This is an optimization exercise on Yosys and OpenROAD, whose aim is small area and a short achievable clock period, not a production implementation. Only simulation tests tie the RTL to the original design; equivalence was not proved.

Design mas_mul_radix_top, start of the top module:
module mas_mul_radix_top (
  input               clk,
  input               rstn,
  input        [31:0] in1,
  input        [31:0] in2,
  output logic [63:0] res
);
wire ng2;
wire ng4;
wire ng6;
wire ng8;
wire ng10;
wire ng12;
wire ng14;
wire ng16;
wire ng18;
wire ng20;
wire ng22;
wire ng24;
wire ng26;
wire ng28;
wire ng30;
wire ng32;
wire s33;
wire c34;
wire s35;
wire c36;
wire s37;
wire c38;
wire s39;
wire c40;
wire s41;
wire c42;
wire s43;
wire c44;
wire s45;
wire c46;
wire s47;
wire c48;
wire s49;
wire c50;
wire s51;
wire c52;
wire s53;
wire c54;
wire s55;
wire c56;
wire s57;
wire c58;
wire s59;
wire c60;
wire s61;
wire c62;
wire s63;
wire c64;
wire s65;
wire c66;
wire s67;
wire c68;
wire s69;
wire c70;
wire s71;
wire c72;
wire s73;
wire c74;
wire s75;
wire c76;
wire s77;
wire c78;
wire s79;
wire c80;
wire s81;
wire c82;
wire s83;
wire c84;
wire s85;
wire c86;
wire s87;
wire c88;
wire s89;
wire c90;
wire s91;
wire c92;
wire s93;
wire c94;
wire s95;
wire c96;
wire s97;
wire c98;
wire s99;
wire c100;
wire s101;
wire c102;
wire s103;
wire c104;
wire s105;
wire c106;
wire s107;
wire c108;
wire s109;
wire c110;
wire s111;
wire c112;
wire s113;
wire c114;
wire s115;
wire c116;
wire s117;
wire c118;
wire s119;
wire c120;
wire s121;
  ...
Size in the first run: about 64 flip-flops, about 24000 um^2 of cells after synthesis.
==> flow/config.mk <==
export PLATFORM = sky130hd
export DESIGN_NAME = mas_mul_radix_top
export DESIGN_NICKNAME = mas_mul_radix_top
export VERILOG_FILES = /design/flow/design.v
export SDC_FILE = /design/flow/constraint.sdc
export NUM_CORES = 4
export LEC_CHECK = 0
export CAP_MARGIN = 30
export CORE_MARGIN = 2
export CORE_UTILIZATION = 66
export SETUP_SLACK_MARGIN = 5
export SLEW_MARGIN = 50
export SYNTH_HIERARCHICAL = 1
export SYNTH_MINIMUM_KEEP_SIZE = 0
==> flow/constraint.sdc <==
create_clock -name core_clock -period 13.5 [get_ports {clk}]
set_input_delay 2.7000 -clock core_clock [delete_from_list [all_inputs] [get_ports {clk}]]
set_output_delay 2.7000 -clock core_clock [all_outputs]
set_load 0.01 [all_outputs]
standard.sh (not shown) runs the stock make flow with config.mk's settings and CLKGATE_MAP_FILE= SYNTH_SCRIPT=/design/flow/synth_recipe.tcl, a recipe that flattens the netlist after the stock synthesis.
==> flow/flow/run.sh <==
#!/bin/bash
# Own layout flow: the standard synthesis and layout, with the port
# buffers made from plain buffers (buffer_ports -buffer_cell) instead of the
# cell buffer_ports picks by itself.  Each tool's output goes to a log here.
set -euo pipefail
bash standard.sh synth > synth.log 2>&1
bash standard.sh "BUFFER_PORTS_ARGS=-buffer_cell sky130_fd_sc_hd__buf_2" finish > layout.log 2>&1
Next try:
CAP_MARGIN = 50   (was 30)
CORE_UTILIZATION = 60   (was 66)
SLEW_MARGIN = 75   (was 50)
The changed run went through all stages and came out clean.
Worst setup slack improved by 0.037 ns.
Non-clock buffer count rose by 3.
Worst hold slack got worse by 0.15 ns.
Final area is higher by 2.0%.
Routed wire length falls by 2.5%.
Next try:
==> flow/flow/run.sh (replaced) <==
#!/bin/bash
# Own layout flow: the standard synthesis, then the standard layout
# with port buffers made from plain buffers (buffer_ports -buffer_cell) and
# a larger setup margin for ORFS's timing repair.  Each tool's output goes
# to a log file here.
set -euo pipefail
bash standard.sh synth > synth.log 2>&1
bash standard.sh "BUFFER_PORTS_ARGS=-buffer_cell sky130_fd_sc_hd__buf_2" SETUP_SLACK_MARGIN=5.5  finish > layout.log 2>&1
SETUP_SLACK_MARGIN = not set   (was 5)
Effect: Sequential cell count is unchanged; final area goes up by roughly a tenth; via count is higher by a little under a tenth; worst hold slack got worse by 0.051 ns; routed wire length rose by roughly a tenth; setup slack improved by 0.35 ns; clock-buffer cell count grows by 1; fmax goes up by a few percent.
Next try:
==> flow/flow/run.sh (replaced) <==
#!/bin/bash
# Own layout flow: the standard synthesis and layout, with the port
# buffers made from plain buffers (buffer_ports -buffer_cell) instead of the
# cell buffer_ports picks by itself.  Each tool's output goes to a log here.
set -euo pipefail
bash standard.sh synth > synth.log 2>&1
bash standard.sh "BUFFER_PORTS_ARGS=-buffer_cell sky130_fd_sc_hd__buf_2" finish > layout.log 2>&1
CAP_MARGIN = 30   (was 50)
SETUP_SLACK_MARGIN = 4.5   (was not set)
SLEW_MARGIN = 50   (was 75)
What happened:
- non-clock buffer count is lower by 154
- hold slack improved by 0.16 ns
- maximum frequency came out lower by 9.6%
Next try:
CAP_MARGIN = 20   (was 30)
SETUP_SLACK_MARGIN = 3   (was 4.5)
SLEW_MARGIN = 20   (was 50)
=> Synthesized area is unchanged; die area does not change; worst setup slack gets worse by 0.70 ns; worst hold slack gets better by 0.10 ns; synthesized cell count is unchanged; clock-buffer cell count does not change; via count shrinks slightly; cell area shrinks slightly; wire length grows slightly.
Next try:
CAP_MARGIN = 50   (was 20)
SETUP_SLACK_MARGIN = not set   (was 3)
SLEW_MARGIN = 75   (was 20)
Effect: Worst hold slack loses 0.26 ns; synthesized area does not change; first-iteration DRC count is higher by roughly a tenth; routed wire length is higher slightly; critical path depth is higher by 2; design area is higher by a few percent; global-route usage is higher by 0.18 points.

Starting RTL as in the previous note.
## mas_mul_radix_top
module mas_mul_radix_top (
  input               clk,
  input               rstn,
  input        [31:0] in1,
  input        [31:0] in2,
  output logic [63:0] res
);
export LEC_CHECK = 0
export CAP_MARGIN = 30
export CORE_MARGIN = 2
export CORE_UTILIZATION = 60
export GPL_ROUTABILITY_DRIVEN = 0
export SETUP_SLACK_MARGIN = 5
export SLEW_MARGIN = 50
export SYNTH_HIERARCHICAL = 1
export SYNTH_MINIMUM_KEEP_SIZE = 0
create_clock -name core_clock -period 13.5 [get_ports {clk}]
==> flow/flow/run.sh <==
#!/bin/bash
# Own layout flow: the standard synthesis and layout, with the port
# buffers made from plain buffers (buffer_ports -buffer_cell) instead of the
# cell buffer_ports picks by itself.  Each tool's output goes to a log here.
set -euo pipefail
bash standard.sh synth > synth.log 2>&1
bash standard.sh "BUFFER_PORTS_ARGS=-buffer_cell sky130_fd_sc_hd__buf_2" finish > layout.log 2>&1
==> next run, changes <==
Settings changed: GPL_ROUTABILITY_DRIVEN 0 to not set.
What happened:
- via count barely changes
- setup slack improves by 0.040 ns
- cell area shrinks by 0.50%
==> next run, changes <==
Settings changed: CAP_MARGIN 30 to 20, SLEW_MARGIN 50 to 20.
=> Worst setup slack degrades by 0.060 ns; final cell count hardly moves; first-iteration DRC count came out lower by a few percent; global-route usage barely changes; clock-buffer cell count is unchanged.
==> next run, changes <==
Settings changed: CAP_MARGIN 20 to 30, PLACE_DENSITY set to 0.8, SLEW_MARGIN 20 to 50.
Outcome: The new run ran to the end with no violations. Area after synthesis stays the same. Non-clock buffer count goes up by 4. Critical path depth goes up by 1. Worst setup slack gets worse by 0.024 ns.

## port drivers added, routing unchanged
How much do the figures lean on ideal ports? The routed layouts below were timed once more, with nothing changed but the port constraints. Step 1 assumes that a clkbuf_16 drives the clock port and a buf_2 every other input. Step 2, shift: input delay + t, output delay - t, t = (earliest + latest rising clock arrival at the registers) / 2. This alone moves slack from input paths to output paths. Slacks: no drivers / after step 1 / after step 2; pairs: no drivers / after step 1.
run	t, ns	setup slack, ns	worst register clock-pin slew, ns	cell pins on the clock port's net
the first run of note 1	0.396	5.029 / 5.047 / 4.651	0.06 / 0.06	1
the second run of note 1	0.394	5.066 / 5.090 / 4.696	0.06 / 0.06	1
the third run of note 1	0.396	5.418 / 5.427 / 5.031	0.07 / 0.07	1
the fourth run of note 1	0.403	4.563 / 4.590 / 4.187	0.07 / 0.07	1
the fifth run of note 1	0.402	3.864 / 3.881 / 3.479	0.07 / 0.07	1
the sixth run of note 1	0.400	4.567 / 4.595 / 4.194	0.07 / 0.07	1
the first run of note 2	0.392	5.030 / 5.052 / 4.661	0.06 / 0.06	1
the second run of note 2	0.394	5.069 / 5.095 / 4.702	0.07 / 0.07	1
the third run of note 2	0.395	5.009 / 5.034 / 4.640	0.07 / 0.07	1
the fourth run of note 2	0.445	4.985 / 5.025 / 4.580	0.09 / 0.09	1
After both steps setup and hold are still met in every run listed. The setup slack of the fourth run of note 2, which loses most, moves by +0.040 ns with the drivers and by -0.405 ns with both steps.
